Background: an optimization exercise with open tools, aiming at small area. Do not read the settings as production practice.
The RTL was checked by simulation tests, not by an equivalence proof against the original design.
Power figures rest on the tool's default switching activity, not on a simulated workload.

`flow/run.sh`:
```
#!/bin/bash
# Layout: the standard ORFS flow, with three changes:
#  1. after the standard synthesis, the combinational logic between the
#     registers is re-optimised and re-mapped with Yosys/ABC (&deepsyn with
#     a few seeds, then amap; the smallest result is kept). The registers
#     (names and cells) are left exactly as the standard synthesis made
#     them, and a new netlist is used only if Yosys proves it equivalent to
#     the standard one (otherwise the standard one is kept);
#  2. the port buffers are buf_1 cells;
#  3. the clock tree is built of clkbuf_8 cells, without dummy loads.
# Each tool writes its full output to a log here: synth.log, remap_<seed>.log,
# equiv_<seed>.log, flow.log, and ORFS's per-step logs under orfs/logs/.
set -euo pipefail
W=$(pwd)
YOSYS=$FLOW_HOME/../tools/install/yosys/bin/yosys
LIB=$FLOW_HOME/platforms/sky130hd/lib/sky130_fd_sc_hd__tt_025C_1v80.lib
R=$W/orfs/results/sky130hd/tamagotchi_top/base

bash standard.sh synth > synth.log 2>&1
cp $R/1_2_yosys.v $W/std_netlist.v

DU="-dont_use *probe* -dont_use *lpflow* -dont_use *clkbuf* -dont_use *dly* -dont_use *buf_* -dont_use *sdf* -dont_use *edf* -dont_use *df* -dont_use *dl*"
remap() {   # remap SEED: writes remap_SEED.v and remap_SEED.area if it is proven equivalent
  local S=$1
  printf 'strash\n&get -n\n&deepsyn -T 120 -S %s\n&put\ndch -f\namap\n' $S > $W/remap_$S.abc
  $YOSYS -l remap_$S.log -p "read_liberty -ignore_miss_func -ignore_miss_dir $LIB; \
    blackbox sky130_fd_sc_hd__dfxtp_1 sky130_fd_sc_hd__dfxtp_2 sky130_fd_sc_hd__dfxtp_4 sky130_fd_sc_hd__edfxtp_1 sky130_fd_sc_hd__conb_1; \
    read_verilog $W/std_netlist.v; hierarchy -top $FLOW_TOP; flatten; opt -purge; \
    abc -liberty $LIB $DU -script $W/remap_$S.abc; opt_clean -purge; \
    hilomap -singleton -hicell sky130_fd_sc_hd__conb_1 HI -locell sky130_fd_sc_hd__conb_1 LO; \
    insbuf -buf sky130_fd_sc_hd__buf_1 A X; splitnets; opt_clean -purge; \
    write_verilog -noattr -noexpr -nohex -nodec $W/remap_$S.v; \
    tee -o $W/remap_$S.stat stat -liberty $LIB" > /dev/null 2>&1 || return 0
  grep -q "assign" $W/remap_$S.v && return 0
  $YOSYS -l equiv_$S.log -p "read_liberty -ignore_miss_func -ignore_miss_dir $LIB; \
    read_verilog $W/std_netlist.v; rename $FLOW_TOP gold; read_verilog $W/remap_$S.v; rename $FLOW_TOP gate; \
    flatten gold gate; techmap; opt_clean; async2sync; equiv_make gold gate eq; hierarchy -top eq; \
    equiv_simple -seq 2; equiv_induct -seq 2; equiv_status -assert" > /dev/null 2>&1 || return 0
  grep "Chip area" $W/remap_$S.stat | awk '{print $NF}' > $W/remap_$S.area
}
for S in 1 2 3 4; do remap $S & done
wait

BEST=""; BESTA=""
for S in 1 2 3 4; do
  if [[ -s $W/remap_$S.area ]]; then
    A=$(cat $W/remap_$S.area)
    if [[ -z "$BEST" ]] || awk "BEGIN{exit !($A < $BESTA)}"; then BEST=$S; BESTA=$A; fi
  fi
done
if [[ -n "$BEST" ]]; then
  echo "remapped netlist used: seed $BEST, area $BESTA" > remap_result.txt
  cp $W/remap_$BEST.v $R/1_2_yosys.v
  rm -f $R/1_synth.odb $R/1_synth.sdc
else
  echo "standard netlist kept" > remap_result.txt
fi

bash standard.sh \
  "BUFFER_PORTS_ARGS=-buffer_cell sky130_fd_sc_hd__buf_1" \
  "CTS_ARGS=-sink_clustering_enable -repair_clock_nets -buf_list sky130_fd_sc_hd__clkbuf_8 -root_buf sky130_fd_sc_hd__clkbuf_8 -sink_clustering_size 20 -sink_clustering_max_diameter 60 -dont_use_dummy_load" \
  finish > flow.log 2>&1
```
`constraint.sdc`:
```
create_clock -name core_clock -period 10.0 [get_ports {clk}]
set_input_delay 2.0000 -clock core_clock [delete_from_list [all_inputs] [get_ports {clk}]]
set_output_delay 2.0000 -clock core_clock [all_outputs]
set_load 0.01 [all_outputs]
```
`config.mk`:
```
export PLATFORM = sky130hd
export DESIGN_NAME = tamagotchi_top
export DESIGN_NICKNAME = tamagotchi_top
export VERILOG_FILES = /design/flow/design.v
export SDC_FILE = /design/flow/constraint.sdc
export NUM_CORES = 4
export LEC_CHECK = 0
export ABC_AREA = 1
export CAP_MARGIN = 20
export CORE_MARGIN = 2
export CORE_UTILIZATION = 55
export SLEW_MARGIN = 20
```
`design.v`:
```
module tamagotchi_top (
    input        clk,
    input        reset,        
    input        btn_salud,    
    input        btn_ali,      
    input        btn_reset,    
    input        btn_test,     
    input        ult,          
    input        gyro,         
    output       rs,
    output       rw,
    output       enable,
    output [7:0] data,
    output [6:0] seg_display,
    output       clk_out,
    output       an,
    output       tstled
);
    reg [4:0] div;
    always @(posedge clk) begin
        if (!reset) div <= 5'd0;
        else        div <= div + 5'd1;
    end
    assign clk_out = div[4];
    assign enable  = div[2];
    wire lcd_tick = (div[2:0] == 3'b011);
    wire [3:0] display_out;
    wire [1:0] display_out2;
    tamagotchi_fsm U_tamagotchi (
        .clk(clk),
        .reset(reset),
        .div(div),
        .btn_salud(btn_salud),
        .btn_ali(btn_ali),
        .ult(ult),
        .gyro(gyro),
        .btn_reset(btn_reset),
        .btn_test(btn_test),
        .display_out(display_out),
        .display_out2(display_out2),
        .seg_display(seg_display),
        .an(an),
        .tstled(tstled)
    );
    bucleEspera U_bucleEspera (
        .clk(clk),
        .reset(reset),
        .tick(lcd_tick),
        .select_figures(display_out),
        .sleep(display_out2),
        .rs(rs),
        .rw(rw),
        .data(data)
    );
endmodule
module tamagotchi_fsm (
    input wire btn_salud,
    input wire btn_ali,
    input wire ult,
    input wire gyro,
    input wire btn_reset,
    input wire btn_test,
    input wire clk,
    input wire reset,    
    input wire [4:0] div,    
    output wire [3:0] display_out,
    output reg  [1:0] display_out2,
    output wire [6:0] seg_display,
    output wire an,
    output wire tstled
    );
    localparam [3:0] LV1 = 4'd12;
    localparam [3:0] LV2 = 4'd8;
    localparam [3:0] LV3 = 4'd0;
    localparam [3:0] LV4 = 4'd1;
    localparam [3:0] LV5 = 4'd2;
    localparam [3:0] LV6 = 4'd5;
    localparam [3:0] LV7 = 4'd10;
    localparam [3:0] LV8 = 4'd4;
    localparam [3:0] LV9 = 4'd9;
    localparam [3:0] LV10 = 4'd3;
    localparam [3:0] LVX = 4'd6;    
    localparam [15:0] LT5_TABLE = 16'h1103;    
    localparam [15:0] GE5_TABLE = 16'h063c;    
    localparam [15:0] SEG0_TABLE = 16'hf8c2;    
    localparam [15:0] SEG1_TABLE = 16'he8e4;    
    localparam [15:0] SEG2_TABLE = 16'he9c0;    
    localparam [15:0] SEG3_TABLE = 16'hfcca;    
    localparam [15:0] SEG4_TABLE = 16'hfec7;    
    localparam [15:0] SEG5_TABLE = 16'hfdc1;    
    localparam [15:0] SEG6_TABLE = 16'hfcc0;    
    function [3:0] lvl_inc; input [3:0] t; lvl_inc = {t[2:0], ~(t[3] ^ t[0])}; endfunction
    function [3:0] lvl_dec; input [3:0] t; lvl_dec = {~(t[0] ^ t[1]), t[3:1]}; endfunction
    function [4:0] step5;
        input [4:0] t;
        step5 = {t[3:0], ~(t[4] ^ t[2])};
    endfunction
    function [7:0] step8;
        input [7:0] t;
        step8 = {t[6:0], ~(t[7] ^ t[5] ^ t[4] ^ t[3]) ^ (t[6:0] == 7'h7f)};
    endfunction
    localparam [4:0] T24 = 5'b10100;
    localparam [7:0] T6 = 8'h3D, T12 = 8'h43;
    reg [3:0] lvl0, lvl1, lvl2, lvl3;
    reg [4:0] tmr0, tmr1, tmr2, tmr3;
    reg [7:0] timer_diversion2, timer_energia2;
    reg energia_tst, diversion_tst;    
    reg test_mode, dead_mode;
    reg d3, d1, d0;                    
    reg [3:0] seg_lvl;                 
    reg S_l, A_l, U_l, G_l, R_l, T_l, tm_l, dm_l, d2_l;
    wire d2 = GE5_TABLE[seg_lvl];
    assign display_out = {d3, d2, d1, d0};
    assign an = 1'b0;
    assign tstled = ~test_mode;
    wire R = ~btn_reset;
    wire T = ~btn_test;
    wire S = ~btn_salud;
    wire A = ~btn_ali;
    wire U = ult;
    wire G = ~gyro;             
    wire tick  = (div == 5'd15);                  
    wire lane0 = (div == 5'd16);                  
    wire lane1 = (div == 5'd17);                  
    wire lane2 = (div == 5'd18);                  
    wire proc  = tick | lane0 | lane1 | lane2;
    wire c_tm = tick ? test_mode : tm_l;
    wire c_dm = tick ? dead_mode : dm_l;
    wire c_R  = tick ? R : R_l;
    wire c_T  = tick ? T : T_l;
    wire c_d2 = tick ? d2 : d2_l;
    wire [3:0] c_disp = {d3, c_d2, d1, d0};
    wire c_nrm = ~c_dm & ~c_tm;
    wire [3:0] L = lvl0;
    wire [4:0] M = tmr0;
    wire L1  = (L == LV1);
    wire lt5 = LT5_TABLE[L];
    wire n10 = (L != LV10);
    wire tmr_end = (M == T24);
    wire tv_ok = ~(timer_diversion2[7:2] == 6'd0 && timer_diversion2[1:0] != 2'b10);    
    wire te_ok = ~(timer_energia2[7:2] == 6'd0 && timer_energia2[1:0] != 2'b10);
    wire tv_fire = c_tm & U_l & (diversion_tst ? c_disp == 4'b0111 : c_disp == 4'b0011) & tv_ok;
    wire te_fire = c_tm & G & (energia_tst ? c_disp == 4'b0101 : c_disp == 4'b0001) & te_ok;
    reg set1, set10, inc, dec, run;
    always @(*) begin
        set1 = 1'b0; set10 = 1'b0; inc = 1'b0;
        dec = ~c_tm & tmr_end & ~L1;
        run = ~c_tm;
        case (div[1:0])
            2'd0: begin      
                set1  = c_tm & S_l & ~L1 & (c_disp == 4'b0100);
                set10 = c_tm & S_l & L1 & (c_disp == 4'b0000);
                inc = c_nrm & S_l & (lt5 ? c_disp == 4'b0000 : n10 & c_disp == 4'b0100);
            end
            2'd1: begin      
                set1  = c_tm & A_l & ~L1 & (c_disp == 4'b0110);
                set10 = c_tm & A_l & L1 & (c_disp == 4'b0010);
                inc = c_nrm & A_l & (lt5 ? c_disp == 4'b0010 : n10 & c_disp == 4'b0110);
            end
            2'd2: begin      
                set1  = tv_fire & diversion_tst;
                set10 = tv_fire & ~diversion_tst;
                inc = c_nrm & U_l & (timer_diversion2 == T6) &
                      (lt5 ? c_disp == 4'b0011 : n10 & c_disp == 4'b0111);
            end
            default: begin   
                set1  = te_fire & energia_tst;
                set10 = te_fire & ~energia_tst;
                inc = c_nrm & G & (display_out2 == 2'b01) & (timer_energia2 == T12) & n10;
                run = ~c_tm & ~G & ~c_dm;
                dec = run & tmr_end & ~L1;
            end
        endcase
    end
    reg [3:0] L_next;
    reg [4:0] M_next;
    always @(*) begin
        if (set1)        L_next = LV1;
        else if (set10)  L_next = LV10;
        else if (dec)    L_next = lvl_dec(L);
        else if (inc)    L_next = lvl_inc(L);
        else if (c_T)    L_next = LV1;
        else if (c_R)    L_next = LV8;
        else             L_next = L;
        if (run)         M_next = (tmr_end | L1) ? 5'd0 : step5(M);
        else if (c_R)    M_next = 5'd0;
        else             M_next = M;
    end
    wire all1 = (lvl0 == LV1) & (lvl1 == LV1) & (lvl2 == LV1) & (lvl3 == LV1);
    always @(posedge clk) begin
        if (!reset) begin
            lvl0 <= LV3; lvl1 <= LV5; lvl2 <= LV6; lvl3 <= LV4;
            tmr0 <= 5'd0; tmr1 <= 5'd0; tmr2 <= 5'd0; tmr3 <= 5'd0;
        end else begin
            lvl0 <= lvl1; lvl1 <= lvl2; lvl2 <= lvl3;
            tmr0 <= tmr1; tmr1 <= tmr2; tmr2 <= tmr3;
            lvl3 <= proc ? L_next : lvl0;
            tmr3 <= proc ? M_next : tmr0;
        end
    end
    always @(posedge clk) begin
        if (tick) begin
            S_l <= S; A_l <= A; U_l <= U; G_l <= G; R_l <= R; T_l <= T;
            tm_l <= test_mode; dm_l <= dead_mode; d2_l <= d2;
        end
    end
    always @(posedge clk) begin
        if (!reset) begin
            timer_diversion2 <= 0;
            timer_energia2 <= 0;
            d3 <= 1'b1; d1 <= 1'b0; d0 <= 1'b0;
            display_out2 <= 2'b00;
            dead_mode <= 1'b0;
            test_mode <= 1'b0;
            seg_lvl <= LVX;
            energia_tst <= 1'b0;
            diversion_tst <= 1'b0;
        end else begin
            if (tick) begin
                if (T)                            test_mode <= 1'b1;
                else if (R)                       test_mode <= 1'b0;
                if (all1 & ~test_mode)            dead_mode <= 1'b1;
                else if (R | T)                   dead_mode <= 1'b0;
                if (~test_mode & ~G)              display_out2 <= dead_mode ? 2'b11 : 2'b00;
                else if (~dead_mode & ~test_mode & G) display_out2 <= 2'b01;
                else if (R | T)                   display_out2 <= 2'b00;
                case (display_out[1:0])
                    2'b00: seg_lvl <= lvl1;
                    2'b01: seg_lvl <= lvl0;
                    2'b10: seg_lvl <= lvl2;
                    default: seg_lvl <= lvl3;
                endcase
                if (te_fire | inc)  timer_energia2 <= 8'd0;
                else if (G & (test_mode | ~dead_mode))        timer_energia2 <= step8(timer_energia2);
                if (te_fire)                      energia_tst <= ~energia_tst;
                else if (R)                       energia_tst <= 1'b0;
            end
            if (lane2) begin
                if (tv_fire | inc)  timer_diversion2 <= 8'd0;
                else if (U_l & (tm_l | ~dm_l))    timer_diversion2 <= step8(timer_diversion2);
                if (tv_fire)                      diversion_tst <= ~diversion_tst;
                else if (R_l)                     diversion_tst <= 1'b0;
                if ((tm_l | ~dm_l) & G_l)         {d3, d1, d0} <= 3'b001;
                else if ((tm_l | ~dm_l) & U_l)    {d3, d1, d0} <= 3'b011;
                else if ((tm_l | ~dm_l) & A_l)    {d3, d1, d0} <= 3'b010;
                else if ((tm_l | ~dm_l) & S_l)    {d3, d1, d0} <= 3'b000;
                else if (R_l)                     {d3, d1, d0} <= 3'b100;
            end
        end
    end
    assign seg_display = {SEG6_TABLE[seg_lvl], SEG5_TABLE[seg_lvl], SEG4_TABLE[seg_lvl], SEG3_TABLE[seg_lvl],
                          SEG2_TABLE[seg_lvl], SEG1_TABLE[seg_lvl], SEG0_TABLE[seg_lvl]};
endmodule
module bucleEspera (
    input clk,
    input reset,                  
    input tick,                   
    input [3:0] select_figures,
    input [1:0] sleep,
    output reg rs,
    output rw,
    output reg [7:0] data
);
localparam M_INIT   = 3'd0;   
localparam M_CC0    = 3'd1;   
localparam M_SV     = 3'd2;   
localparam M_CREATE = 3'd3;   
localparam M_CC1    = 3'd4;   
localparam M_SCW    = 3'd5;   
localparam M_WAIT   = 3'd6;   
localparam C_ZERO = 3'd2, C_FELIZ = 3'd3, C_TRISTE = 3'd1, C_NEUTRO = 3'd0,
           C_DORMIDO = 3'd4, C_MUERTO = 3'd5;
localparam L_ZERO = 3'd0, L_SALUD = 3'd6, L_ENERGIA = 3'd2, L_COMIDA = 3'd5,
           L_DIVERSION = 3'd4, L_ZZZ = 3'd3, L_MUERTE = 3'd7;
reg [2:0] mode;
reg [5:0] n;
reg t;
reg change;
reg [2:0] sel1, sel2;    
wire [4:0] row;
glyph_rom U_rom (.s1(sel1), .s2(sel2), .n(n), .ch(change), .q(row));
assign rw = 1'b0;
always @(*) begin
    rs = 1'b0;
    data = 8'h00;
    case (mode)
        M_INIT: case (n[1:0])
            2'd1: data = 8'h38;
            2'd2: data = 8'h0C;
            2'd3: data = 8'h01;
            default: data = 8'h00;
        endcase
        M_CC0, M_SV: data = 8'h01;
        M_CREATE: if (!t) data = {2'b01, n[5:3], 3'b000};
                  else begin rs = 1'b1; data = {3'b000, row}; end
        M_CC1: data = 8'h0C;
        M_SCW: if (!t) data = {1'b1, n[2], 3'b000, change, n[1:0]};
               else begin rs = 1'b1; data = {5'b00000, n[2:0]}; end
        M_WAIT: if (!t) rs = 1'b1;
                else data = 8'hC4;
        default: ;
    endcase
end
always @(posedge clk) begin
    if (!reset) begin
        mode <= M_INIT;
        n <= 6'd0;
        t <= 1'b0;
        change <= 1'b0;
        sel1 <= C_ZERO;
    end else if (tick) begin
        case (mode)
            M_INIT: begin
                if (n[1:0] == 2'd3) begin
                    mode <= M_CC0; n <= 6'd0;
                end else n <= n + 6'd1;
            end
            M_CC0: begin
                mode <= M_SV;
                if (sleep == 2'b01) begin
                    sel1 <= C_DORMIDO; sel2 <= L_ZZZ;
                end else if (sleep == 2'b11) begin
                    sel1 <= C_MUERTO; sel2 <= L_MUERTE;
                end else begin
                    case (select_figures[3:2])
                        2'b01: sel1 <= C_FELIZ;
                        2'b00: sel1 <= C_TRISTE;
                        2'b10: sel1 <= C_NEUTRO;
                        default: ;
                    endcase
                    if (select_figures[3:2] == 2'b10) sel2 <= L_ZERO;
                    else case (select_figures[1:0])
                        2'b00: sel2 <= L_SALUD;
                        2'b01: sel2 <= L_ENERGIA;
                        2'b10: sel2 <= L_COMIDA;
                        default: sel2 <= L_DIVERSION;
                    endcase
                end
            end
            M_SV: begin
                mode <= M_CREATE; n <= 6'd0; t <= 1'b0;
            end
            M_CREATE: begin
                if (!t) t <= 1'b1;
                else if (n == 6'd62) begin
                    mode <= M_CC1; n <= 6'd0; t <= 1'b0;
                end else begin
                    n <= n + 6'd1;
                    if (n[2:0] == 3'd7) t <= 1'b0;
                end
            end
            M_CC1: begin
                mode <= M_SCW; n <= 6'd0; t <= 1'b0;
            end
            M_SCW: begin
                if (!t) t <= 1'b1;
                else begin
                    t <= 1'b0;
                    if (n[2:0] == 3'd7) begin
                        mode <= M_WAIT; n <= 6'd0; change <= ~change;
                    end else n <= n + 6'd1;
                end
            end
            M_WAIT: begin
                if (!t) begin
                    if (n == 6'd25) begin
                        mode <= M_CC0; n <= 6'd0;
                    end else t <= 1'b1;
                end else begin
                    t <= 1'b0; n <= n + 6'd1;
                end
            end
            default: mode <= M_INIT;
        endcase
    end
end
endmodule
module glyph_rom(s1, s2, n, ch, q);
  input [2:0] s1;
  wire [2:0] s1;
  input [2:0] s2;
  wire [2:0] s2;
  input [5:0] n;
  wire [5:0] n;
  input ch;
  wire ch;
  output [4:0] q;
  wire [4:0] q;
  wire _000_;
  wire _001_;
  wire _002_;
  wire _003_;
  wire _004_;
  wire _005_;
  wire _006_;
  wire _007_;
  wire _008_;
  wire _009_;
  wire _010_;
  wire _011_;
  wire _012_;
  wire _013_;
  wire _014_;
  wire _015_;
  wire _016_;
  wire _017_;
  wire _018_;
  wire _019_;
  wire _020_;
  wire _021_;
  wire _022_;
  wire _023_;
  wire _024_;
  wire _025_;
  wire _026_;
  wire _027_;
  wire _028_;
  wire _029_;
  wire _030_;
  wire _031_;
  wire _032_;
  wire _033_;
  wire _034_;
  wire _035_;
  wire _036_;
  wire _037_;
  wire _038_;
  wire _039_;
  wire _040_;
  wire _041_;
  wire _042_;
  wire _043_;
  wire _044_;
  wire _045_;
  wire _046_;
  wire _047_;
  wire _048_;
  wire _049_;
  wire _050_;
  wire _051_;
  wire _052_;
  wire _053_;
  wire _054_;
  wire _055_;
  wire _056_;
  wire _057_;
  wire _058_;
  wire _059_;
  wire _060_;
  wire _061_;
  wire _062_;
  wire _063_;
  wire _064_;
  wire _065_;
  wire _066_;
  wire _067_;
  wire _068_;
  wire _069_;
  wire _070_;
  wire _071_;
  wire _072_;
  wire _073_;
  wire _074_;
  wire _075_;
  wire _076_;
  wire _077_;
  wire _078_;
  wire _079_;
  wire _080_;
  wire _081_;
  wire _082_;
  wire _083_;
  wire _084_;
  wire _085_;
  wire _086_;
  wire _087_;
  wire _088_;
  wire _089_;
  wire _090_;
  wire _091_;
  wire _092_;
  wire _093_;
  wire _094_;
  wire _095_;
  wire _096_;
  wire _097_;
  wire _098_;
  wire _099_;
  wire _100_;
  wire _101_;
  wire _102_;
  wire _103_;
  wire _104_;
  wire _105_;
  wire _106_;
  wire _107_;
  wire _108_;
  wire _109_;
  wire _110_;
  wire _111_;
  wire _112_;
  wire _113_;
  wire _114_;
  wire _115_;
  wire _116_;
  wire _117_;
  wire _118_;
  wire _119_;
  wire _120_;
  wire _121_;
  wire _122_;
  wire _123_;
  wire _124_;
  wire _125_;
  wire _126_;
  wire _127_;
  wire _128_;
  wire _129_;
  wire _130_;
  wire _131_;
  wire _132_;
  wire _133_;
  wire _134_;
  wire _135_;
  wire _136_;
  wire _137_;
  wire _138_;
  wire _139_;
  wire _140_;
  wire _141_;
  wire _142_;
  wire _143_;
  wire _144_;
  wire _145_;
  wire _146_;
  wire _147_;
  wire _148_;
  wire _149_;
  wire _150_;
  wire _151_;
  wire _152_;
  wire _153_;
  wire _154_;
  wire _155_;
  wire _156_;
  wire _157_;
  wire _158_;
  wire _159_;
  wire _160_;
  wire _161_;
  wire _162_;
  wire _163_;
  wire _164_;
  wire _165_;
  wire _166_;
  wire _167_;
  wire _168_;
  wire _169_;
  wire _170_;
  wire _171_;
  wire _172_;
  wire _173_;
  wire _174_;
  wire _175_;
  wire _176_;
  wire _177_;
  wire _178_;
  wire _179_;
  wire _180_;
  wire _181_;
  wire _182_;
  wire _183_;
  wire _184_;
  wire _185_;
  wire _186_;
  wire _187_;
  wire _188_;
  wire _189_;
  wire _190_;
  wire _191_;
  wire _192_;
  wire _193_;
  wire _194_;
  wire _195_;
  wire _196_;
  wire _197_;
  wire _198_;
  wire _199_;
  wire _200_;
  wire _201_;
  wire _202_;
  wire _203_;
  wire _204_;
  wire _205_;
  wire _206_;
  wire _207_;
  wire _208_;
  wire _209_;
  wire _210_;
  wire _211_;
  wire _212_;
  wire _213_;
  wire _214_;
  wire _215_;
  wire _216_;
  wire _217_;
  wire _218_;
  wire _219_;
  wire _220_;
  wire _221_;
  wire _222_;
  wire _223_;
  wire _224_;
  wire _225_;
  wire _226_;
  wire _227_;
  wire _228_;
  wire _229_;
  wire _230_;
  wire _231_;
  wire _232_;
  wire _233_;
  wire _234_;
  wire _235_;
  wire _236_;
  wire _237_;
  wire _238_;
  wire _239_;
  wire _240_;
  wire _241_;
  wire _242_;
  wire _243_;
  wire _244_;
  wire _245_;
  wire _246_;
  wire _247_;
  wire _248_;
  wire _249_;
  wire _250_;
  wire _251_;
  wire _252_;
  wire _253_;
  wire _254_;
  wire _255_;
  wire _256_;
  wire _257_;
  wire _258_;
  wire _259_;
  wire _260_;
  wire _261_;
  wire _262_;
  wire _263_;
  wire _264_;
  wire _265_;
  wire _266_;
  wire _267_;
  wire _268_;
  wire _269_;
  wire _270_;
  wire _271_;
  wire _272_;
  wire _273_;
  wire _274_;
  wire _275_;
  wire _276_;
  wire _277_;
  wire _278_;
  wire _279_;
  wire _280_;
  wire _281_;
  wire _282_;
  wire _283_;
  wire _284_;
  wire _285_;
  wire _286_;
  wire _287_;
  wire _288_;
  wire _289_;
  wire _290_;
  wire _291_;
  wire _292_;
  wire _293_;
  wire _294_;
  wire _295_;
  wire _296_;
  wire _297_;
  wire _298_;
  wire _299_;
  wire _300_;
  wire _301_;
  wire _302_;
  wire _303_;
  wire _304_;
  wire _305_;
  wire _306_;
  wire _307_;
  wire _308_;
  wire _309_;
  wire _310_;
  wire _311_;
  wire _312_;
  wire _313_;
  wire _314_;
  wire _315_;
  wire _316_;
  wire _317_;
  wire _318_;
  wire _319_;
  wire _320_;
  wire _321_;
  wire _322_;
  wire _323_;
  wire _324_;
  wire _325_;
  wire _326_;
  wire _327_;
  wire _328_;
  wire _329_;
  wire _330_;
  wire _331_;
  wire _332_;
  wire _333_;
  wire _334_;
  wire _335_;
  wire _336_;
  wire _337_;
  wire _338_;
  wire _339_;
  wire _340_;
  wire _341_;
  wire _342_;
  wire _343_;
  wire _344_;
  wire _345_;
  wire _346_;
  wire _347_;
  wire _348_;
  wire _349_;
  wire _350_;
  wire _351_;
  wire _352_;
  wire _353_;
  wire _354_;
  wire _355_;
  wire _356_;
  wire _357_;
  wire _358_;
  wire _359_;
  wire _360_;
  wire _361_;
  wire _362_;
  wire _363_;
  wire _364_;
  wire _365_;
  wire _366_;
  wire _367_;
  wire _368_;
  wire _369_;
  wire _370_;
  wire _371_;
  wire _372_;
  wire _373_;
  wire _374_;
  wire _375_;
  wire _376_;
  wire _377_;
  wire _378_;
  wire _379_;
  wire _380_;
  wire _381_;
  wire _382_;
  wire _383_;
  wire _384_;
  wire _385_;
  wire _386_;
  wire _387_;
  wire _388_;
  wire _389_;
  wire _390_;
  wire _391_;
  wire _392_;
  wire _393_;
  wire _394_;
  wire _395_;
  wire _396_;
  wire _397_;
  wire _398_;
  wire _399_;
  wire _400_;
  wire _401_;
  wire _402_;
  wire _403_;
  wire _404_;
  assign _090_ = 4'h8 >> { n[0], n[1] };
  assign _100_ = 4'h8 >> { _090_, n[2] };
  assign _111_ = 4'h1 >> n[4:3];
  assign _122_ = 4'h8 >> n[4:3];
  assign _133_ = 4'h1 >> { _122_, _111_ };
  assign _144_ = 4'h8 >> { _133_, n[5] };
  assign _155_ = 4'h8 >> { _144_, _100_ };
  assign _166_ = 4'h2 >> { _155_, s2[0] };
  assign _176_ = 4'h4 >> n[4:3];
  assign _187_ = 4'h8 >> { n[5], n[2] };
  assign _198_ = 4'h4 >> { n[0], n[1] };
  assign _209_ = 4'h8 >> { _198_, n[5] };
  assign _220_ = 4'h1 >> { n[0], n[1] };
  assign _231_ = 4'h8 >> { _220_, n[2] };
  assign _241_ = 4'h1 >> { _231_, _209_ };
  assign _252_ = 4'h1 >> { _241_, _187_ };
  assign _263_ = 4'h4 >> { n[5], n[2] };
  assign _274_ = 4'h8 >> { _263_, n[1] };
  assign _285_ = 4'h1 >> { n[5], n[2] };
  assign _296_ = 4'h8 >> { _285_, _198_ };
  assign _306_ = 4'h1 >> { _296_, _274_ };
  assign _317_ = 4'h4 >> { _306_, _252_ };
  assign _328_ = 4'h2 >> { _317_, _176_ };
  assign _339_ = 4'h2 >> { _328_, _166_ };
  assign _348_ = 4'h2 >> n[4:3];
  assign _349_ = 4'h4 >> { _348_, _285_ };
  assign _350_ = 4'h2 >> { _349_, _339_ };
  assign _351_ = 4'h4 >> { n[5], n[0] };
  assign _352_ = 4'h1 >> { _351_, n[4] };
  assign _353_ = 4'h4 >> { n[4], n[0] };
  assign _354_ = 4'h2 >> { _353_, n[1] };
  assign _355_ = 4'h4 >> { _354_, _352_ };
  assign _356_ = 4'h2 >> { _355_, s2[0] };
  assign _357_ = 4'h1 >> { _356_, _350_ };
  assign _358_ = 4'h2 >> n[3:2];
  assign _359_ = 4'h8 >> { _358_, _355_ };
  assign _360_ = 4'h2 >> { _359_, _357_ };
  assign _361_ = 4'h4 >> n[3:2];
  assign _362_ = 4'h2 >> { n[0], n[1] };
  assign _363_ = 4'h8 >> { _362_, _361_ };
  assign _364_ = 4'h8 >> { _363_, n[4] };
  assign _365_ = 4'h2 >> { n[1], n[2] };
  assign _366_ = 4'h2 >> { _187_, _176_ };
  assign _367_ = 4'h8 >> { _348_, _209_ };
  assign _368_ = 4'h1 >> { _367_, _366_ };
  assign _369_ = 4'h2 >> { _368_, _365_ };
  assign _370_ = 4'h1 >> { _369_, _364_ };
  assign _371_ = 4'h4 >> { _370_, _360_ };
  assign _372_ = 4'h4 >> { _366_, _090_ };
  assign _373_ = 4'h4 >> { _372_, _306_ };
  assign _374_ = 4'h2 >> { n[5], n[2] };
  assign _375_ = 4'h8 >> { _374_, _348_ };
  assign _376_ = 4'h8 >> { _375_, _198_ };
  assign _377_ = 4'h1 >> { _376_, s2[0] };
  assign _378_ = 4'h4 >> { _377_, _373_ };
  assign _379_ = 4'h1 >> { n[4], n[0] };
  assign _380_ = 4'h2 >> { n[5], n[1] };
  assign _381_ = 4'h8 >> { _380_, _361_ };
  assign _382_ = 4'h4 >> { _381_, _379_ };
  assign _383_ = 4'h4 >> { _361_, n[1] };
  assign _384_ = 4'h4 >> n[5:4];
  assign _385_ = 4'h8 >> { _384_, n[0] };
  assign _386_ = 4'h8 >> { _385_, _383_ };
  assign _387_ = 4'h1 >> { _386_, _382_ };
  assign _388_ = 4'h8 >> { _387_, _378_ };
  assign _389_ = 4'h8 >> { ch, s2[2] };
  assign _390_ = 4'h4 >> { _389_, s2[1] };
  assign _391_ = 4'h4 >> { _390_, _388_ };
  assign _392_ = 4'h4 >> { _391_, _371_ };
  assign _393_ = 4'h2 >> s2[2:1];
  assign _394_ = 4'h8 >> { _393_, ch };
  assign _395_ = 4'h2 >> { _365_, n[4] };
  assign _396_ = 4'h1 >> { _395_, s2[0] };
  assign _397_ = 4'h2 >> { _396_, _394_ };
  assign _398_ = 4'h1 >> { _374_, _351_ };
  assign _399_ = 4'h1 >> { _398_, n[3] };
  assign _400_ = 4'h4 >> { _399_, s2[0] };
  assign _401_ = 4'h1 >> { n[5], n[3] };
  assign _402_ = 4'h8 >> { n[5], n[3] };
  assign _403_ = 4'h1 >> { _402_, _401_ };
  assign _404_ = 4'h8 >> { _220_, n[5] };
  assign _000_ = 4'h1 >> { _404_, _252_ };
  assign _001_ = 4'h2 >> { _000_, _403_ };
  assign _002_ = 4'h1 >> { _001_, _400_ };
  assign _003_ = 4'h4 >> { _403_, n[2] };
  assign _004_ = 4'h2 >> { _003_, _002_ };
  assign _005_ = 4'h2 >> { _004_, _351_ };
  assign _006_ = 4'h8 >> { _380_, s2[0] };
  assign _007_ = 4'h8 >> { _006_, _363_ };
  assign _008_ = 4'h8 >> { _374_, n[3] };
  assign _009_ = 4'h8 >> { _008_, n[0] };
  assign _010_ = 4'h2 >> { s2[0], n[0] };
  assign _011_ = 4'h8 >> { _010_, _401_ };
  assign _012_ = 4'h1 >> { _011_, _009_ };
  assign _013_ = 4'h4 >> { _012_, _007_ };
  assign _014_ = 4'h4 >> { _013_, _005_ };
  assign _015_ = 4'h2 >> { _014_, _397_ };
  assign _016_ = 4'h4 >> { _209_, s1[1] };
  assign _017_ = 4'h4 >> { s1[0], n[0] };
  assign _018_ = 4'h2 >> s1[1:0];
  assign _019_ = 4'h1 >> { _018_, n[2] };
  assign _020_ = 4'h1 >> { _019_, _017_ };
  assign _021_ = 4'h4 >> { _020_, _016_ };
  assign _022_ = 4'h4 >> { _021_, _380_ };
  assign _023_ = 4'h2 >> { _022_, _176_ };
  assign _024_ = 4'h1 >> { _023_, s1[2] };
  assign _025_ = 4'h4 >> { _111_, n[2] };
  assign _026_ = 4'h2 >> { _025_, n[5] };
  assign _027_ = 4'h1 >> { _026_, n[0] };
  assign _028_ = 4'h8 >> { _348_, _100_ };
  assign _029_ = 4'h1 >> { n[4], n[2] };
  assign _030_ = 4'h2 >> { _029_, n[3] };
  assign _031_ = 4'h2 >> { _030_, _220_ };
  assign _032_ = 4'h8 >> { _176_, _090_ };
  assign _033_ = 4'h8 >> { n[4], n[2] };
  assign _034_ = 4'h8 >> { _033_, _198_ };
  assign _035_ = 4'h1 >> { _034_, _032_ };
  assign _036_ = 4'h4 >> { _035_, _031_ };
  assign _037_ = 4'h4 >> { _036_, _028_ };
  assign _038_ = 4'h4 >> { _037_, _027_ };
  assign _039_ = 4'h1 >> { _374_, _263_ };
  assign _040_ = 4'h8 >> { s1[0], n[1] };
  assign _041_ = 4'h4 >> { _040_, _039_ };
  assign _042_ = 4'h2 >> { _041_, _038_ };
  assign _043_ = 4'h8 >> { _041_, n[0] };
  assign _044_ = 4'h2 >> { _043_, s1[2] };
  assign _045_ = 4'h4 >> { _044_, _042_ };
  assign _046_ = 4'h1 >> { _045_, _024_ };
  assign _047_ = 4'h8 >> { _220_, s1[1] };
  assign _048_ = 4'h1 >> { _047_, s1[2] };
  assign _049_ = 4'h4 >> { _048_, _383_ };
  assign _050_ = 4'h1 >> { _049_, _122_ };
  assign _051_ = 4'h2 >> { _050_, _038_ };
  assign _052_ = 4'h4 >> { _380_, n[2] };
  assign _053_ = 4'h8 >> { _052_, _348_ };
  assign _054_ = 4'h8 >> { _383_, n[4] };
  assign _055_ = 4'h8 >> { n[0], n[2] };
  assign _056_ = 4'h4 >> { _055_, _122_ };
  assign _057_ = 4'h1 >> { _056_, n[5] };
  assign _058_ = 4'h4 >> { _057_, _054_ };
  assign _059_ = 4'h4 >> { _058_, _053_ };
  assign _060_ = 4'h2 >> { s1[2], s1[0] };
  assign _061_ = 4'h2 >> { _060_, s1[1] };
  assign _062_ = 4'h1 >> { _061_, ch };
  assign _063_ = 4'h4 >> { _062_, _059_ };
  assign _064_ = 4'h4 >> { _063_, _051_ };
  assign _065_ = 4'h4 >> { _064_, _046_ };
  assign _066_ = 4'h2 >> { _285_, _122_ };
  assign _067_ = 4'h2 >> { _066_, _339_ };
  assign _068_ = 4'h8 >> { _389_, s2[1] };
  assign _069_ = 4'h8 >> { _285_, _090_ };
  assign _070_ = 4'h2 >> { _069_, _133_ };
  assign _071_ = 4'h8 >> { _404_, _361_ };
  assign _072_ = 4'h1 >> { _071_, _052_ };
  assign _073_ = 4'h2 >> { _072_, _070_ };
  assign _074_ = 4'h2 >> n[5:4];
  assign _075_ = 4'h8 >> { _074_, n[0] };
  assign _076_ = 4'h8 >> { _353_, n[1] };
  assign _077_ = 4'h8 >> { _076_, n[5] };
  assign _078_ = 4'h1 >> { _077_, _075_ };
  assign _079_ = 4'h2 >> { _078_, _361_ };
  assign _080_ = 4'h8 >> { _198_, _176_ };
  assign _081_ = 4'h8 >> { _080_, _187_ };
  assign _082_ = 4'h1 >> { _081_, s2[0] };
  assign _083_ = 4'h4 >> { _082_, _079_ };
  assign _084_ = 4'h4 >> { _083_, _073_ };
  assign _085_ = 4'h2 >> { _084_, _068_ };
  assign _086_ = 4'h4 >> { _085_, _067_ };
  assign _087_ = 4'h4 >> { _402_, n[1] };
  assign _088_ = 4'h1 >> { _008_, _274_ };
  assign _089_ = 4'h4 >> { _088_, _087_ };
  assign _091_ = 4'h4 >> { _394_, s2[0] };
  assign _092_ = 4'h8 >> { _091_, n[4] };
  assign _093_ = 4'h4 >> { _092_, _089_ };
  assign _094_ = 4'h1 >> { _093_, _086_ };
  assign _095_ = 4'h4 >> { _094_, _065_ };
  assign _096_ = 4'h4 >> { _095_, _015_ };
  assign q[3] = 4'hb >> { _096_, _392_ };
  assign _097_ = 4'h4 >> { _187_, n[0] };
  assign _098_ = 4'h8 >> { _198_, s1[2] };
  assign _099_ = 4'h4 >> { _098_, _187_ };
  assign _101_ = 4'h1 >> { _099_, _097_ };
  assign _102_ = 4'h1 >> { _101_, s1[0] };
  assign _103_ = 4'h1 >> { _187_, _090_ };
  assign _104_ = 4'h2 >> { _103_, _045_ };
  assign _105_ = 4'h4 >> { _220_, s1[0] };
  assign _106_ = 4'h1 >> { _105_, _252_ };
  assign _107_ = 4'h4 >> { _106_, _104_ };
  assign _108_ = 4'h1 >> { _107_, _102_ };
  assign _109_ = 4'h8 >> { _209_, s1[0] };
  assign _110_ = 4'h1 >> { _055_, _220_ };
  assign _112_ = 4'h1 >> { s1[1], n[0] };
  assign _113_ = 4'h2 >> { _112_, _365_ };
  assign _114_ = 4'h1 >> { _113_, _110_ };
  assign _115_ = 4'h1 >> { _114_, _109_ };
  assign _116_ = 4'h1 >> { _115_, s1[2] };
  assign _117_ = 4'h2 >> { _116_, _070_ };
  assign _118_ = 4'h4 >> { _117_, _108_ };
  assign _119_ = 4'h1 >> { _220_, n[5] };
  assign _120_ = 4'h1 >> { _119_, _231_ };
  assign _121_ = 4'h4 >> { _120_, _144_ };
  assign _123_ = 4'h2 >> { _121_, _062_ };
  assign _124_ = 4'h4 >> { _123_, _118_ };
  assign _125_ = 4'h1 >> { _001_, _100_ };
  assign _126_ = 4'h1 >> { _125_, n[3] };
  assign _127_ = 4'h1 >> { n[0], n[2] };
  assign _128_ = 4'h4 >> { _127_, _403_ };
  assign _129_ = 4'h8 >> { _348_, _198_ };
  assign _130_ = 4'h1 >> { _404_, _385_ };
  assign _131_ = 4'h4 >> { _130_, _129_ };
  assign _132_ = 4'h4 >> { _131_, _128_ };
  assign _134_ = 4'h4 >> { _132_, _126_ };
  assign _135_ = 4'h8 >> { _134_, _366_ };
  assign _136_ = 4'h2 >> { _135_, _166_ };
  assign _137_ = 4'h8 >> { _252_, _122_ };
  assign _138_ = 4'h8 >> { n[1], n[2] };
  assign _139_ = 4'h8 >> { _138_, _351_ };
  assign _140_ = 4'h1 >> { _139_, _069_ };
  assign _141_ = 4'h2 >> { _140_, _176_ };
  assign _142_ = 4'h8 >> { _383_, n[0] };
  assign _143_ = 4'h1 >> { _142_, s2[0] };
  assign _145_ = 4'h4 >> { _143_, _141_ };
  assign _146_ = 4'h4 >> { _145_, _137_ };
  assign _147_ = 4'h2 >> { _146_, _068_ };
  assign _148_ = 4'h4 >> { _147_, _136_ };
  assign _149_ = 4'h1 >> { _011_, _006_ };
  assign _150_ = 4'h1 >> { _149_, _013_ };
  assign _151_ = 4'h2 >> { _150_, _002_ };
  assign _152_ = 4'h2 >> { _151_, _397_ };
  assign _153_ = 4'h1 >> { _032_, _363_ };
  assign _154_ = 4'h1 >> n[5:4];
  assign _156_ = 4'h1 >> { _154_, _033_ };
  assign _157_ = 4'h4 >> { _156_, _153_ };
  assign _158_ = 4'h1 >> { _033_, _029_ };
  assign _159_ = 4'h2 >> { n[5], n[3] };
  assign _160_ = 4'h1 >> { _159_, _158_ };
  assign _161_ = 4'h1 >> { _160_, _166_ };
  assign _162_ = 4'h1 >> { _161_, _157_ };
  assign _163_ = 4'h4 >> { _090_, n[4] };
  assign _164_ = 4'h1 >> { _158_, _076_ };
  assign _165_ = 4'h4 >> { _164_, _163_ };
  assign _167_ = 4'h2 >> { _165_, _378_ };
  assign _168_ = 4'h2 >> { _167_, _390_ };
  assign _169_ = 4'h4 >> { _168_, _162_ };
  assign _170_ = 4'h1 >> { _169_, _152_ };
  assign _171_ = 4'h4 >> { _170_, _148_ };
  assign q[2] = 4'hb >> { _171_, _124_ };
  assign _172_ = 4'h8 >> { _384_, _363_ };
  assign _173_ = 4'h8 >> { _052_, _372_ };
  assign _174_ = 4'h8 >> { _361_, _090_ };
  assign _175_ = 4'h8 >> { _174_, _074_ };
  assign _177_ = 4'h1 >> { _175_, _173_ };
  assign _178_ = 4'h8 >> { _177_, _166_ };
  assign _179_ = 4'h4 >> { _178_, _357_ };
  assign _180_ = 4'h1 >> { _179_, _358_ };
  assign _181_ = 4'h1 >> { _180_, _137_ };
  assign _182_ = 4'h4 >> { _375_, n[1] };
  assign _183_ = 4'h1 >> { _182_, s2[0] };
  assign _184_ = 4'h1 >> { _380_, _209_ };
  assign _185_ = 4'h1 >> { _184_, n[3] };
  assign _186_ = 4'h8 >> { _374_, _362_ };
  assign _188_ = 4'h1 >> { _186_, _185_ };
  assign _189_ = 4'h2 >> { _188_, n[4] };
  assign _190_ = 4'h2 >> { _189_, _183_ };
  assign _191_ = 4'h1 >> { _190_, _379_ };
  assign _192_ = 4'h4 >> { _191_, _181_ };
  assign _193_ = 4'h1 >> { _192_, _172_ };
  assign _194_ = 4'h2 >> { _193_, _390_ };
  assign _195_ = 4'h8 >> { _112_, _358_ };
  assign _196_ = 4'h2 >> { _021_, _348_ };
  assign _197_ = 4'h1 >> { _196_, _195_ };
  assign _199_ = 4'h4 >> { _197_, _134_ };
  assign _200_ = 4'h1 >> { _199_, _045_ };
  assign _201_ = 4'h2 >> { _198_, n[5] };
  assign _202_ = 4'h2 >> { _201_, s1[2] };
  assign _203_ = 4'h2 >> { _202_, n[4] };
  assign _204_ = 4'h8 >> { s1[0], n[4] };
  assign _205_ = 4'h2 >> { _204_, _056_ };
  assign _206_ = 4'h1 >> { _403_, s1[2] };
  assign _207_ = 4'h1 >> { _206_, _128_ };
  assign _208_ = 4'h4 >> { _207_, _205_ };
  assign _210_ = 4'h4 >> { _208_, _203_ };
  assign _211_ = 4'h8 >> { _111_, n[1] };
  assign _212_ = 4'h4 >> { _074_, n[1] };
  assign _213_ = 4'h1 >> { _212_, _211_ };
  assign _214_ = 4'h8 >> { _213_, _062_ };
  assign _215_ = 4'h4 >> { _214_, _210_ };
  assign _216_ = 4'h4 >> { _215_, _200_ };
  assign _217_ = 4'h1 >> { _164_, _156_ };
  assign _218_ = 4'h1 >> { _075_, _384_ };
  assign _219_ = 4'h4 >> { _263_, n[1] };
  assign _221_ = 4'h2 >> { _219_, _218_ };
  assign _222_ = 4'h1 >> { _221_, _138_ };
  assign _223_ = 4'h1 >> { _222_, _217_ };
  assign _224_ = 4'h8 >> { _091_, _133_ };
  assign _225_ = 4'h4 >> { _224_, _223_ };
  assign _226_ = 4'h2 >> { _072_, _353_ };
  assign _227_ = 4'h8 >> { _129_, _285_ };
  assign _228_ = 4'h1 >> { _227_, _172_ };
  assign _229_ = 4'h8 >> { _228_, _082_ };
  assign _230_ = 4'h4 >> { _229_, _226_ };
  assign _232_ = 4'h2 >> { _230_, _068_ };
  assign _233_ = 4'h1 >> { _232_, _225_ };
  assign _234_ = 4'h1 >> { _233_, _350_ };
  assign _235_ = 4'h8 >> { _006_, _394_ };
  assign _236_ = 4'h8 >> { _235_, _188_ };
  assign _237_ = 4'h1 >> { _236_, _234_ };
  assign _238_ = 4'h4 >> { _237_, _216_ };
  assign q[1] = 4'hb >> { _238_, _194_ };
  assign _239_ = 4'h8 >> { _119_, _066_ };
  assign _240_ = 4'h1 >> { _071_, _367_ };
  assign _242_ = 4'h4 >> { _240_, _239_ };
  assign _243_ = 4'h4 >> { _242_, _173_ };
  assign _244_ = 4'h4 >> { _243_, _360_ };
  assign _245_ = 4'h1 >> { _138_, _198_ };
  assign _246_ = 4'h2 >> { _245_, _366_ };
  assign _247_ = 4'h1 >> { _172_, _053_ };
  assign _248_ = 4'h4 >> { _247_, _246_ };
  assign _249_ = 4'h8 >> { _248_, _183_ };
  assign _250_ = 4'h2 >> { _249_, _390_ };
  assign _251_ = 4'h4 >> { _250_, _244_ };
  assign _253_ = 4'h4 >> { _156_, n[3] };
  assign _254_ = 4'h4 >> { _253_, _134_ };
  assign _255_ = 4'h2 >> { _156_, _134_ };
  assign _256_ = 4'h1 >> { _018_, _231_ };
  assign _257_ = 4'h4 >> { _018_, _090_ };
  assign _258_ = 4'h1 >> { _257_, s1[2] };
  assign _259_ = 4'h4 >> { _258_, _256_ };
  assign _260_ = 4'h1 >> { _122_, _100_ };
  assign _261_ = 4'h4 >> { _260_, _259_ };
  assign _262_ = 4'h8 >> { _261_, _402_ };
  assign _264_ = 4'h1 >> { _380_, _353_ };
  assign _265_ = 4'h8 >> { _264_, _062_ };
  assign _266_ = 4'h4 >> { _265_, _003_ };
  assign _267_ = 4'h4 >> { _266_, _262_ };
  assign _268_ = 4'h4 >> { _267_, _255_ };
  assign _269_ = 4'h4 >> { _268_, _254_ };
  assign _270_ = 4'h2 >> { n[0], n[3] };
  assign _271_ = 4'h2 >> { _270_, _052_ };
  assign _272_ = 4'h1 >> { _271_, _139_ };
  assign _273_ = 4'h1 >> { _231_, n[1] };
  assign _275_ = 4'h8 >> { _273_, _399_ };
  assign _276_ = 4'h2 >> { _275_, _272_ };
  assign _277_ = 4'h2 >> { _276_, _224_ };
  assign _278_ = 4'h1 >> { _174_, _008_ };
  assign _279_ = 4'h8 >> { _263_, _090_ };
  assign _280_ = 4'h1 >> { _279_, _404_ };
  assign _281_ = 4'h1 >> { _280_, n[3] };
  assign _282_ = 4'h8 >> { _281_, _033_ };
  assign _283_ = 4'h8 >> { _218_, _174_ };
  assign _284_ = 4'h1 >> { _375_, s2[0] };
  assign _286_ = 4'h4 >> { _284_, _283_ };
  assign _287_ = 4'h4 >> { _286_, _282_ };
  assign _288_ = 4'h1 >> { _287_, _178_ };
  assign _289_ = 4'h1 >> { _288_, _278_ };
  assign _290_ = 4'h8 >> { _296_, _133_ };
  assign _291_ = 4'h8 >> { _288_, _278_ };
  assign _292_ = 4'h1 >> { _291_, _290_ };
  assign _293_ = 4'h4 >> { _292_, _289_ };
  assign _294_ = 4'h2 >> { _052_, _166_ };
  assign _295_ = 4'h2 >> { _294_, _068_ };
  assign _297_ = 4'h4 >> { _295_, _293_ };
  assign _298_ = 4'h1 >> { _297_, _277_ };
  assign _299_ = 4'h4 >> { _298_, _269_ };
  assign q[0] = 4'hb >> { _299_, _251_ };
  assign _300_ = 4'h1 >> { _008_, s2[1] };
  assign _301_ = 4'h1 >> { _300_, _287_ };
  assign _302_ = 4'h2 >> { _285_, s2[1] };
  assign _303_ = 4'h1 >> { _186_, _372_ };
  assign _304_ = 4'h1 >> { _303_, _089_ };
  assign _305_ = 4'h8 >> { _074_, _198_ };
  assign _307_ = 4'h1 >> { _305_, _071_ };
  assign _308_ = 4'h4 >> { _307_, _304_ };
  assign _309_ = 4'h1 >> { _308_, _302_ };
  assign _310_ = 4'h1 >> { _309_, _301_ };
  assign _311_ = 4'h8 >> { _231_, _144_ };
  assign _312_ = 4'h4 >> { _279_, _111_ };
  assign _313_ = 4'h1 >> { _138_, _362_ };
  assign _314_ = 4'h2 >> { _313_, _074_ };
  assign _315_ = 4'h1 >> { _314_, _312_ };
  assign _316_ = 4'h4 >> { _315_, _311_ };
  assign _318_ = 4'h2 >> { _316_, _310_ };
  assign _319_ = 4'h2 >> { _318_, _178_ };
  assign _320_ = 4'h4 >> { _310_, _178_ };
  assign _321_ = 4'h2 >> { _320_, _389_ };
  assign _322_ = 4'h4 >> { _321_, _319_ };
  assign _323_ = 4'h8 >> { _201_, _176_ };
  assign _324_ = 4'h2 >> { _119_, n[3] };
  assign _325_ = 4'h8 >> { _324_, _089_ };
  assign _326_ = 4'h1 >> { _325_, _323_ };
  assign _327_ = 4'h8 >> { s1[2], s1[0] };
  assign _329_ = 4'h8 >> { _327_, _365_ };
  assign _330_ = 4'h2 >> { _329_, _261_ };
  assign _331_ = 4'h1 >> { _330_, _326_ };
  assign _332_ = 4'h8 >> { _003_, _385_ };
  assign _333_ = 4'h8 >> { _080_, _374_ };
  assign _334_ = 4'h1 >> { _333_, _227_ };
  assign _335_ = 4'h4 >> { _334_, _332_ };
  assign _336_ = 4'h4 >> { _335_, _331_ };
  assign _337_ = 4'h2 >> { _336_, _062_ };
  assign _338_ = 4'h8 >> { _187_, n[3] };
  assign _340_ = 4'h2 >> { _338_, _272_ };
  assign _341_ = 4'h1 >> { _340_, s2[0] };
  assign _342_ = 4'h1 >> { _270_, _008_ };
  assign _343_ = 4'h2 >> { _342_, _006_ };
  assign _344_ = 4'h1 >> { _343_, _281_ };
  assign _345_ = 4'h4 >> { _344_, _341_ };
  assign _346_ = 4'h2 >> { _345_, _397_ };
  assign _347_ = 4'h1 >> { _346_, _337_ };
  assign q[4] = 4'hb >> { _347_, _322_ };
endmodule
```
`standard.sh`:
```
#!/bin/bash
# synth_recipe.tcl (not shown) runs the flow's synth.tcl, then flattens the netlist and writes it again
# the make line also repeats each setting of config.mk as NAME=value (left out here)
make -C /OpenROAD-flow-scripts/flow DESIGN_CONFIG=/design/flow/config.mk WORK_HOME=/design/flow/orfs CLKGATE_MAP_FILE= SYNTH_SCRIPT=/design/flow/synth_recipe.tcl "${@:-finish}"
```
==> flow_summary.ini, run 1 <==
[status]
status = complete, no violations

[timing]
rsz0062_at_grt = false
clock_skew_ps = 32.8
slew-limit-headroom_pct = 38.6
finalHoldViolCount = 0
fin_crit_ps = 7570
setup_viol = 0
hold_ws_ps = 436
tns_ps = 0
finalCritPeriodShare_pct = 75.7
worst_pin_slew_ps = 912
max_freq_mhz = 132
finalMaxSlewViolations = 0

[critical_path]
crit_arrival_ps = 5570
path_class = reg -> out
crit_path_end_kind = primary output
worstPathCellList = clkinv_1, nor2_1, clkinv_1, nor2_1, clkinv_1, nor2_1, nor3_1, a221oi_1, o21ai_0, a221oi_1, a211oi_1, a2111oi_0, o21bai_1, buf_1
startpoint = U_bucleEspera.n[0]$_SDFFE_PN0P_
reg2regPathDepth = 13
path_max_fanout = 13
start_kind = flop
critPathCapture = data[2]
cp.buffers_inverters = 4
worst_path_max_delay_cell = dfxtp_1
cpPeakStageDelay_ps = 730
timing.critical_path.required_ps = 8000
reg2reg_slack_ps = 5350
cp_num_cells = 14
r2r-start = U_bucleEspera.n[0]$_SDFFE_PN0P_
crit_family = compound AO/OA/AOI/OAI gates
reg2reg_to = U_bucleEspera.t$_SDFFE_PN0P_

[logic_synthesis]
synth_area_um2 = 5400
syn_inst = 778
ys_warn_count = 3
synth_area_per_cell_um2 = 6.95

[power]
power_density_nw_per_um2 = 107
pwr-share-comb_pct = 5.2
clockPowerShare_pct = 31.5
p_leak_uw = 0.00184
ir_worst_vdd_uv = 138
seqPwrFrac_pct = 63.2
netSwitchingFraction_pct = 23.2
power.switching_uw = 145
p_int_uw = 480

[finish]
multi_input_area_um2 = 3000
drive_gt1_share_pct = 1.71
areaGrowthSynthToFinish_pct = 7.83
filler_cell_count = 900
fin_nets = 827
antenna_cells = 0
layout_commonest_cell = nor2_1
final_cell_mix = 166 x nor2_1, 112 x clkinv_1, 89 x dfxtp_1
regArea_um2 = 1990

[global_route]
grt_pass1_wl_mm = 30.5
grt_start_max_net_pins = 42
grt-ovfl-total = 0
grt_antenna_before_repair = 0
grt_pass1_vias = 5857
globalRouteTotalUtil_pct = 38.3

[cts]
clkLatencyLatePin_ps = 380
cts_sinks = 96
ctsHoldBuffers = 0
clk_pin_slew_ps = 80
cts_buffers = 9
clockBufferDepth = 2
cts_htree_levels = 3
cts_root_buffer = clkbuf_8
post_cts_resized = 0
tritoncts = built
post_cts_buffers = 0

[floorplan]
fp.dieW_um = 103
coreArea_um2 = 9640
start_util_pct = 56.1
ios = 29
die_h_um = 103
rows = 36
die-area_um2 = 10600

[run]
cap_violations = 0

[routing]
vias = 6409
detailedRoute.firstIterationViolations = 803
post_drt_wl_per_cell_um = 21.0
drcViolationCount = 0
avgViaCountPerCell = 6.75
routed_wl_mm = 19.9
firstDrtPassIters = 8
drtAntennaViolNets = 0

[placement]
routabilityCongestion = 1.10
post-dp-hpwl_mm = 15.1
io_buffers = 26

[hold_path]
holdCritPathClass = reg -> reg
-- through the flow --
stage	instance area (um2)	power, uW	worst slack (ps)	util [%]	cells
2_1_floorplan	5410	422	4860	-	779
3_3_place_gp	5700	435	2770	59.2	941
3_5_place_dp	5700	435	3190	59.2	941
4_1_cts	5830	627	2780	60.4	950
5_1_grt	5830	645	2310	60.4	950
6_report	5830	624	2430	60.4	950
-- area by class of cell --
class	count	area share [%]
clock buffer	9	2.13
inverter	112	7.21
multi-input combinational	570	51.4
sequential	96	34.2
tap	133	2.86
timing repair buffer	30	2.19
-- layer usage --
metal	track usage (%)	wire (um)	vias up	share of wire [%]
li1	-	-	2864	-
met1	45.1	7120	2882	36
met2	62.7	9230	517	46
met3	8.07	2120	146	11
met4	25.5	1440	0	7.2
met5	0	0	-	0
-- power by group through the flow --
stage	clock network, uW	logic, uW	registers (uW)
6_report	197	32.5	395
3_3_place_gp	0	31.1	403
3_5_place_dp	0	31.1	404
5_1_grt	215	35.2	395
4_1_cts	201	31.1	395
2_1_floorplan	0	19.6	402
-- flip-flops by register name, summed over array words and instances, names as in the netlist, 2 cells and up --
signal                         count
U_tamagotchi.tmr0                  5
U_tamagotchi.lvl3                  4
U_tamagotchi.lvl0                  4
U_bucleEspera.sel2                 3
U_bucleEspera.sel1                 3
U_tamagotchi.tmr3                  5
U_tamagotchi.seg_lvl               4
U_tamagotchi.lvl2                  4
U_tamagotchi.tmr2                  5
U_tamagotchi.tmr1                  5
U_tamagotchi.timer_diversion2      8
U_tamagotchi.timer_energia2        8
U_bucleEspera.mode                 3
div                                5
U_tamagotchi.lvl1                  4
U_tamagotchi.display_out2          2
U_bucleEspera.n                    6
-- worst min path at each step --
stage / start / to / depth (start not counted)
2_1_floorplan: div[0]$_SDFF_PN0_ / div[0]$_SDFF_PN0_ / 1
3_3_place_gp: div[0]$_SDFF_PN0_ / div[0]$_SDFF_PN0_ / 1
3_5_place_dp: U_tamagotchi.tmr1[3]$_SDFF_PN0_ / U_tamagotchi.tmr0[3]$_SDFF_PN0_ / 1
4_1_cts: U_tamagotchi.tmr1[3]$_SDFF_PN0_ / U_tamagotchi.tmr0[3]$_SDFF_PN0_ / 1
5_1_grt: U_tamagotchi.tmr3[0]$_SDFF_PN0_ / U_tamagotchi.tmr2[0]$_SDFF_PN0_ / 1
6_report: U_tamagotchi.tmr2[1]$_SDFF_PN0_ / U_tamagotchi.tmr1[1]$_SDFF_PN0_ / 1
-- worst register-to-register path, delay by kind of cell (launching register included) --
| kind | cells | cell delay, ps |
|---|---|---|
| simple gates | 6 | 1890 |
| compound gates | 4 | 860 |
| buf+inv | 3 | 1090 |
| flops | 1 | 730 |
==> inputs of run 2 (changes only) <==
--- a/design.v
+++ b/design.v
@@ -276,7 +276,7 @@
 reg [5:0] n;
 reg t;
 reg change;
-reg [2:0] sel1, sel2;    
+reg [2:0] sel1, sel2;
 wire [4:0] row;
 glyph_rom U_rom (.s1(sel1), .s2(sel2), .n(n), .ch(change), .q(row));
 assign rw = 1'b0;
@@ -308,6 +308,7 @@
         t <= 1'b0;
         change <= 1'b0;
         sel1 <= C_ZERO;
+        sel2 <= L_ZERO;
     end else if (tick) begin
         case (mode)
             M_INIT: begin
--- a/flow/run.sh
+++ b/flow/run.sh
@@ -58,5 +58,5 @@
 
 bash standard.sh \
   "BUFFER_PORTS_ARGS=-buffer_cell sky130_fd_sc_hd__buf_1" \
-  "CTS_ARGS=-sink_clustering_enable -repair_clock_nets -buf_list sky130_fd_sc_hd__clkbuf_8 -root_buf sky130_fd_sc_hd__clkbuf_8 -sink_clustering_size 20 -sink_clustering_max_diameter 60 -dont_use_dummy_load" \
+  "CTS_ARGS=-sink_clustering_enable -repair_clock_nets -buf_list sky130_fd_sc_hd__clkbuf_8 -root_buf sky130_fd_sc_hd__clkbuf_8 -sink_clustering_size 32 -sink_clustering_max_diameter 100 -dont_use_dummy_load" \
   finish > flow.log 2>&1
--- a/config.mk
+++ b/config.mk
@@ -8,5 +8,5 @@
 export ABC_AREA = 1
 export CAP_MARGIN = 20
 export CORE_MARGIN = 2
-export CORE_UTILIZATION = 55
+export CORE_UTILIZATION = 40
 export SLEW_MARGIN = 20
==> flow_summary.ini, run 2 <==
[timing]
hold_ws_ps = 430
rsz0062_at_grt = false
clock_skew_ps = 25.6
fin_crit_ps = 6840
worst_pin_slew_ps = 979
max_freq_mhz = 146
finalMaxSlewViolations = 0
finalCritPeriodShare_pct = 68.4
finalHoldViolCount = 0
setup_viol = 0
slew-limit-headroom_pct = 33.9
tns_ps = 0

[placement]
place_area_um2 = 5730
routabilityCongestion = 1.03
post-dp-hpwl_mm = 16.2
io_buffers = 26

[power]
ir_worst_vdd_uv = 91.6
p_leak_uw = 0.00190
power_density_nw_per_um2 = 109

[finish]
reg.largest.list = U_tamagotchi.timer_diversion2 x8, U_tamagotchi.timer_energia2 x8, U_bucleEspera.n x6
regArea_um2 = 1960
final_cell_mix = 172 x nor2_1, 123 x clkinv_1, 92 x dfxtp_1
layout_commonest_cell = nor2_1
fin_area_um2 = 5850
fin_util_pct = 44.4
filler_cell_count = 1384
areaGrowthSynthToFinish_pct = 8.62
fin_nets = 832
multi_input_area_um2 = 2960
drive_gt1_share_pct = 1.46
antenna_cells = 0

[cts]
clkLatencyLatePin_ps = 370
cts_buffers = 9
cts_sinks = 96
clk_pin_slew_ps = 90
clockBufferDepth = 2
tritoncts = built
post_cts_buffers = 0
cts_root_buffer = clkbuf_8
post_cts_resized = 0
cts_htree_levels = 3
ctsHoldBuffers = 0

[routing]
routed_wl_mm = 21.1
firstDrtPassIters = 5
vias = 6194
drtAntennaViolNets = 0
avgViaCountPerCell = 6.21
post_drt_wl_per_cell_um = 21.1
detailedRoute.firstIterationViolations = 653
drcViolationCount = 0

[global_route]
grt_pass1_vias = 5835
grt_antenna_before_repair = 0
globalRouteTotalUtil_pct = 29.6
grt_pass1_wl_mm = 32.5
grt-ovfl-total = 0
grt_start_max_net_pins = 32

[floorplan]
rows = 42
die-area_um2 = 14400
start_util_pct = 40.8
ios = 29
die_h_um = 120
coreArea_um2 = 13200
fp.dieW_um = 120

[critical_path]
crit_path_end_kind = primary output
crit_arrival_ps = 4840
path_class = reg -> out
startpoint = U_bucleEspera.n[3]$_SDFFE_PN0P_
r2r-start = U_bucleEspera.n[3]$_SDFFE_PN0P_
timing.critical_path.required_ps = 8000
start_kind = flop
path_max_fanout = 20

[hold_path]
hp-start = U_tamagotchi.tmr2[4]$_SDFF_PN0_
holdCritPathClass = reg -> reg

[logic_synthesis]
synth_area_per_cell_um2 = 6.87
syn_inst = 784
synth_area_um2 = 5390
ys_warn_count = 3

[status]
status = complete, no violations

[run]
cap_violations = 0
## run 2: final timing paths
check / cells past startpoint / slack (ps) / end
max: 12 / 3160 / data[0]
min: 1 / 430 / U_tamagotchi.tmr1[4]$_SDFF_PN0_
max reg2reg: 9 / 5500 / U_bucleEspera.n[4]$_SDFFE_PN0P_
min reg2reg: 1 / 430 / U_tamagotchi.tmr1[4]$_SDFF_PN0_
## run 2: cell type report
| class | count | share of cell area, % |
|---|---|---|
| Multi-Input combinational cell | 565 | 50.7 |
| Sequential cell | 96 | 33.5 |
| Tap cell | 176 | 3.76 |
| Inverter | 123 | 7.89 |
| Clock buffer | 9 | 2.12 |
| Timing Repair Buffer | 29 | 2.05 |
## run 2: critical path: stages, from the launching register on
cell	delay, ps
dfxtp_1	710
clkinv_1	700
nor2_1	620
nand3_1	410
o21ai_0	470
clkinv_1	170
nor2_1	180
nor2_1	50
a221oi_1	290
or3_1	160
a31oi_1	130
or4_1	420
buf_1	150
## run 2: power by group
part	internal (uW)	switching, uW	leakage [uW]
sequential	389	5.22	0.000781
clock	80.9	119	0.0000647
combinational	10.9	29.7	0.00106
total	481	154	0.00190
## run 2: layer usage
layer	global-route usage [%]	routed length, um	up-vias
met5	0	0	-
met4	17.5	1350	0
met3	5.37	1480	93
met2	50.1	10000	343
met1	35.0	8240	2900
li1	-	-	2858
## run 2: stage by stage
stage                     setup WS, ps  total power (uW)  instances
after floorplan                   4880               427        785
after detailed placement          3780               443        989
final                             3160               635        998
after global placement            3680               443        989
after CTS                         3370               640        998
after global routing              2980               661        998

[port drivers added, routing unchanged]
The results above use ideal ports. As a check the final layouts listed here were re-extracted and re-timed, cells and wires unchanged.
Step 1: set_driving_cell puts a clkbuf_16 on clk and a buf_2 on each other input, an assumption about the parent block.
Step 2 times the ports against the registers' clock, not the clock port: input delays grow and output delays shrink by t, the midpoint of the rising clock arrivals with the driver on.
Three values: ideal ports, drivers, drivers and shift; two values: the first two.
run	shift t [ns]	setup slack, ns	worst data-port slew with drivers (ns)
run 1	0.403	2.433 / 2.397 / 2.800	0.04
run 2	0.393	3.164 / 3.127 / 3.519	0.05
After both steps setup and hold are still met in every run listed.
